This design comes from an exercise in tuning for a short achievable clock period and few clock cycles on the open sky130 flow, not from production work. The RTL was checked by simulation tests, not by an equivalence proof against the original design.

==> branch umber: inputs <==
==> flow/design.v (excerpt) <==
module rv32i_mc (
    input         clk,
    input         reset,        
    input  [31:0] mem_rdata,    
    output [31:0] mem_addr,     
    output [31:0] mem_wdata,    
    output        mem_we        
);
Settings: LEC_CHECK=0, ABC_CLOCK_PERIOD_IN_PS=2500, CAP_MARGIN=20, CORE_MARGIN=2, CORE_UTILIZATION=40, SLEW_MARGIN=20, SETUP_SLACK_MARGIN=7.5; clock period 11.0 ns.
standard.sh (not shown) runs the stock make flow with config.mk's settings and CLKGATE_MAP_FILE= SYNTH_SCRIPT=/design/flow/synth_recipe.tcl, a recipe that flattens the netlist after the stock synthesis.
==> flow/flow/run.sh <==
#!/bin/bash
# The standard layout (standard.sh: the standard synthesis and ORFS
# steps), with a larger setup repair margin so that repair_timing keeps
# shortening paths below the 11 ns period. The SDC is the standard flow's, unchanged.
set -euo pipefail
sed -i '/^export SETUP_SLACK_MARGIN/d' config.mk
echo "export SETUP_SLACK_MARGIN = 7.5" >> config.mk
bash standard.sh > standard.log 2>&1
==> inputs of branch juniper, as changes to branch umber <==
--- a/flow/design.v
+++ b/flow/design.v
@@ -110,60 +110,52 @@
     wire [31:0] ic_mn   = {1'b0, ic_m[31:1]};
     wire        n_hit   = f_low & ic_mn[f_idx];
     wire [9:0]  pf_dist = pfw - fpc[11:2];
     wire        pf_near = f_low & (pf_dist != 10'd0) & (pf_dist <= 10'd16);
     wire        pf_behind = ~f_low | (pf_dist == 10'd0) | pf_dist[9];
     reg         pfn_q;
     wire [31:0] fi    = from_c ? ic_d[c_idx] : mem_rdata;
+    wire [6:0]  f_op  = fi[6:0];
+    wire [2:0]  f_f3  = fi[14:12];
+    wire f_lui   = f_op == OP_LUI;
+    wire f_auipc = f_op == OP_AUIPC;
+    wire f_jal   = f_op == OP_JAL;
+    wire f_jalr  = f_op == OP_JALR;
+    wire f_br    = f_op == OP_BR;
+    wire f_ld    = f_op == OP_LD;
+    wire f_st    = f_op == OP_ST;
+    wire f_opimm = f_op == OP_IMM;
+    wire f_opr   = f_op == OP_OP;
+    wire f_alu   = f_opimm | f_opr;
+    wire f_rd0   = fi[11:7] == 5'd0;
+    wire [31:0] f_imm_i = {{20{fi[31]}}, fi[31:20]};
+    wire [31:0] f_imm_s = {{20{fi[31]}}, fi[31:25], fi[11:7]};
+    wire [31:0] f_imm_b = {{20{fi[31]}}, fi[7], fi[30:25], fi[11:8], 1'b0};
+    wire [31:0] f_imm_j = {{12{fi[31]}}, fi[19:12], fi[20], fi[30:21], 1'b0};
+    wire [31:0] f_imm_u = {fi[31:12], 12'b0};
     localparam DW = 6*32 + 18 + 26;
-    function [DW-65:0] predec;
-        input [31:0] w;
-        input        bhit;
-        reg   [2:0]  f3;
-        reg          lui, auipc, jal, jalr, br, ld, st, opimm, opr, alu, rd0;
-        reg   [31:0] ii, is, ib, ij, iu;
-        begin
-            f3    = w[14:12];
-            lui   = w[6:0] == OP_LUI;
-            auipc = w[6:0] == OP_AUIPC;
-            jal   = w[6:0] == OP_JAL;
-            jalr  = w[6:0] == OP_JALR;
-            br    = w[6:0] == OP_BR;
-            ld    = w[6:0] == OP_LD;
-            st    = w[6:0] == OP_ST;
-            opimm = w[6:0] == OP_IMM;
-            opr   = w[6:0] == OP_OP;
-            alu   = opimm | opr;
-            rd0   = w[11:7] == 5'd0;
-            ii = {{20{w[31]}}, w[31:20]};
-            is = {{20{w[31]}}, w[31:25], w[11:7]};
-            ib = {{20{w[31]}}, w[7], w[30:25], w[11:8], 1'b0};
-            ij = {{12{w[31]}}, w[19:12], w[20], w[30:21], 1'b0};
-            iu = {w[31:12], 12'b0};
-            predec = {
-                ii, (st ? is : ii),
-                (jal ? ij : (auipc ? iu : ib)), iu,
-                w[11:7], w[19:15], w[24:20], f3,
-                bhit, lui, auipc, jal, jalr, br, ld, st, opimm,
-                jal | (br & w[31]),                        
-                jal | jalr | br,                           
-                ~rd0 & (lui | auipc | jal | jalr | alu),   
-                ~rd0 & ld,                                 
-                opr & (f3 == 3'b000) & w[30],              
-                w[30],                                     
-                alu & (f3 == 3'b000), alu & (f3 == 3'b010), alu & (f3 == 3'b011),
-                alu & (f3 == 3'b100), alu & (f3 == 3'b110), alu & (f3 == 3'b111),
-                alu & (f3 == 3'b001), alu & (f3 == 3'b101),
-                lui | auipc | jal | jalr,
-                jalr | br | ld | st | alu,                  
-                br | st | opr                              
-            };
-        end
-    endfunction
-    wire [DW-1:0] d_in = {fpc, f_btgt, predec(fi, f_bhit)};
+    wire [DW-1:0] d_in = {
+        fpc, f_btgt,
+        f_imm_i, (f_st ? f_imm_s : f_imm_i),
+        (f_jal ? f_imm_j : (f_auipc ? f_imm_u : f_imm_b)), f_imm_u,
+        fi[11:7], fi[19:15], fi[24:20], f_f3,
+        f_bhit, f_lui, f_auipc, f_jal, f_jalr, f_br, f_ld, f_st, f_opimm,
+        f_jal | (f_br & fi[31]),                                   
+        f_jal | f_jalr | f_br,                                     
+        ~f_rd0 & (f_lui | f_auipc | f_jal | f_jalr | f_alu),       
+        ~f_rd0 & f_ld,                                             
+        f_opr & (f_f3 == 3'b000) & fi[30],                         
+        fi[30],                                                    
+        f_alu & (f_f3 == 3'b000), f_alu & (f_f3 == 3'b010), f_alu & (f_f3 == 3'b011),
+        f_alu & (f_f3 == 3'b100), f_alu & (f_f3 == 3'b110), f_alu & (f_f3 == 3'b111),
+        f_alu & (f_f3 == 3'b001), f_alu & (f_f3 == 3'b101),
+        f_lui | f_auipc | f_jal | f_jalr,
+        f_jalr | f_br | f_ld | f_st | f_alu,                       
+        f_br | f_st | f_opr                                        
+    };
     reg [DW-1:0] dq, dh;
     reg          d_valid;
     wire [31:0] d_pc, d_btgt, d_immi, d_imma, d_off, d_immu;
     wire [4:0]  d_rd, d_rs1, d_rs2;
     wire [2:0]  d_f3;
     wire        d_bp, d_lui, d_auipc, d_jal, d_jalr, d_br, d_ld, d_st, d_opimm;
     wire        d_spred, d_cti, d_wen, d_ldw, d_sub, d_sra;
@@ -243,30 +235,25 @@
     wire        x_wb      = x_exec & x_wen;
     wire        mis_t = x_exec & ((x_br & x_cond & (~x_pred | ~x_tgt_ok)) | (x_jal & ~x_tgt_ok));
     wire        mis_4 = x_exec & x_br & ~x_cond & x_pred;
     wire        mis_j = x_exec & x_jalr & ~x_jr_ok;
     wire        mis_br    = x_br & (x_cond ? (~x_pred | ~x_tgt_ok) : x_pred);
     wire        x_mispred = x_exec & (mis_br | (x_jal & ~x_tgt_ok) | (x_jalr & ~x_jr_ok));
     wire [31:0] x_red     = x_jalr ? x_jtgt : ((x_cond | x_jal) ? x_tgt : x_pc4);
-    wire [31:0] x_alt     = x_pred ? x_pc4 : x_tgt;
-    wire [4:0]  alt_idx   = x_alt[6:2];
-    wire        alt_hit   = (x_alt[31:12] == 20'b0) & ic_v[alt_idx] & (ic_tag[alt_idx] == x_alt[11:7]);
-    wire        inject    = x_exec & x_br & (x_cond ^ x_pred) & alt_hit;
-    wire [DW-1:0] d_alt   = {x_alt, 32'b0, predec(ic_d[alt_idx], 1'b0)};
     wire [31:0] x_ntgt    = x_jalr ? x_jtgt : x_tgt;
     wire        bt_set    = x_exec & x_taken;
     wire        bt_clr    = x_exec & x_br & ~x_cond & x_bp;
     wire d_redirect = d_valid & (d_stat | d_unbp | d_jr) & adv;
     wire [31:0] fetch_ok   = ~adv       ? fpc
                            : d_redirect ? d_rtgt
                            : f_avail    ? f_next
                            : fpc;
     reg         mis_q;
     reg  [31:0] red_q;
-    wire [31:0] fetch_next = (mis_q & ~d_redirect) ? red_q : fetch_ok;
+    wire [31:0] fetch_next = mis_q ? red_q : fetch_ok;
     wire        can_pf   = adv & ~d_redirect & f_avail & ~f_bhit & n_hit & pfn_q;
     wire        bus_own  = x_mem | can_pf;
     wire [31:0] bus_own_a = x_mem ? x_addr : {20'b0, pfw, 2'b00};
     wire [31:0] rf_a = (d_rs1 == 5'd0) ? 32'b0 : rf[d_rs1];
     wire [31:0] rf_b = (d_rs2 == 5'd0) ? 32'b0 : rf[d_rs2];
     wire [31:0] l_a  = (l_wen && l_rd == d_rs1) ? l_res : rf_a;
     wire [31:0] l_b  = (l_wen && l_rd == d_rs2) ? l_res : rf_b;
@@ -315,48 +302,67 @@
             end else if (!m_active) begin
                 ic_v[c_idx]   <= f_low;
                 ic_tag[c_idx] <= fpc[11:7];
                 ic_d[c_idx]   <= mem_rdata;
             end
         end
     end
+    reg        pd_v;
+    reg [31:0] pd_w;
+    reg [9:0]  pd_a;
+    wire        pd_jal = pd_w[6:0] == OP_JAL;
+    wire        pd_bb  = (pd_w[6:0] == OP_BR) & pd_w[31];
+    wire [31:0] pd_off = pd_jal ? {{12{pd_w[31]}}, pd_w[19:12], pd_w[20], pd_w[30:21], 1'b0}
+                                : {{20{pd_w[31]}}, pd_w[7], pd_w[30:25], pd_w[11:8], 1'b0};
+    wire [31:0] pd_tgt = add32({20'b0, pd_a, 2'b00}, pd_off, 1'b0);
+    wire [4:0]  pd_idx = pd_a[4:0];
+    wire        pd_ins = pd_v & (pd_jal | pd_bb) & (pd_tgt[31:12] == 20'b0)
+                       & (~bt_v[pd_idx] | (bt_tag[pd_idx] == pd_a[9:5]));
     reg        bu_set, bu_clr;
     reg [31:0] bu_pc, bu_ntgt;
     wire [4:0] bu_idx = bu_pc[6:2];
     wire       bu_ok  = (bu_pc[31:12] == 20'b0) & (bu_ntgt[31:12] == 20'b0) & (bu_ntgt[1:0] == 2'b00);
     integer bi;
     always @(posedge clk) begin
         bu_pc   <= x_pc;
         bu_ntgt <= x_ntgt;
+        pd_w    <= mem_rdata;
+        pd_a    <= pfa;
         if (rst) begin
+            pd_v   <= 1'b0;
             bu_set <= 1'b0;
             bu_clr <= 1'b0;
             for (bi = 0; bi < 32; bi = bi + 1) bt_v[bi] <= 1'b0;
         end else begin
+            pd_v   <= pf_q;
             bu_set <= bt_set;
             bu_clr <= bt_clr;
             if (bu_set & bu_ok) begin
                 bt_v[bu_idx]   <= 1'b1;
                 bt_tag[bu_idx] <= bu_pc[11:7];
                 bt_tgt[bu_idx] <= bu_ntgt[11:2];
             end else if (bu_clr) begin
                 bt_v[bu_idx]   <= 1'b0;
+            end else if (pd_ins) begin
+                bt_v[pd_idx]   <= 1'b1;
+                bt_tag[pd_idx] <= pd_a[9:5];
+                bt_tgt[pd_idx] <= pd_tgt[11:2];
             end
         end
     end
     always @(posedge clk) rst <= reset;
     always @(posedge clk) begin
         ma <= rst ? 32'b0 : (bus_own ? bus_own_a : fetch_next);
-        red_q <= inject ? inc4(x_alt) : x_red;
+        red_q <= x_red;
         if (x_mem) sa <= x_addr;
         pfa <= pfw;
         we <= ~rst & x_mem & x_st;
         wd <= x_b;
-        if (adv) dh <= ~(inject ? d_alt : d_in);
-        dq <= adv ? (inject ? d_alt : d_in) : ~dh;
+        if (adv) dh <= ~d_in;
+        dq <= adv ? d_in : ~dh;
         if (adv) xh <= {n_a, n_b, ~x_in_rest};
         xq <= adv ? {n_a, n_b, x_in_rest} : {h_a, h_b, ~xh[XW-65:0]};
         x_shn <= adv ? ~n_b[4:0] : ~h_b[4:0];
         w_rd  <= x_rd;
         w_res <= x_res;
         l_rd  <= m_rd;
         l_res <= mem_rdata;
@@ -388,13 +394,13 @@
             pf_q     <= ~x_mem & can_pf;
             pfn_q    <= pf_near;
             if (pf_behind)
                 pfw <= fpc[11:2] + 10'd1;
             else if (~x_mem & can_pf)
                 pfw <= pfw + 10'd1;
             if (adv) begin
-                d_valid <= inject | (f_avail & ~x_mispred & ~mis_q & ~d_redirect);
+                d_valid <= f_avail & ~x_mispred & ~mis_q & ~d_redirect;
                 x_valid <= d_valid & ~x_mispred;
             end
         end
     end
 endmodule
==> summary of the runs <==
- Branch umber finished clean. Branch juniper reached the layout checks and failed them: max-capacitance violations, max-slew violations.
- Between branch juniper and branch umber, the lower wire length is in branch juniper (gap about 10%, measured against branch umber).
- Of branch umber and branch juniper, branch juniper has the higher flip-flop and latch count (gap 11).
- Synthesized area: branch juniper is smaller than branch umber (5.2%).
- Of branch juniper and branch umber, branch juniper has the higher utilization (gap 0.092 points).
Testbench counts of branch umber, summed over its fixed seeds: cycles 40,973.
Testbench counts of branch juniper, summed over its fixed seeds: cycles 41,125.

[port drivers added, routing unchanged]
The results above use ideal ports. As a check the final layouts listed here were re-extracted and re-timed, cells and wires unchanged.
Step 1: set_driving_cell puts a clkbuf_16 on clk and a buf_2 on each other input, an assumption about the parent block.
Step 2 moves the port delays by t, midway between the first and last clock arrival at a register: inputs arrive t later, outputs are due t later. That takes back most of the time a late clock gives input paths.
a / b / c = no drivers / after step 1 / after step 2; a / b = the first two.
run	t (ns)	slack for setup (ns)	worst setup path after step 2	latest minus earliest clock arrival (ns)
branch umber	1.169	6.862 / 6.862 / 6.083	input to register	0.080 / 0.079
branch juniper	1.109	6.213 / 6.213 / 6.182	input to register	0.116 / 0.117
For branch umber, which loses most, drivers alone change the setup slack by 0.000 ns; drivers and shift together by -0.779 ns.
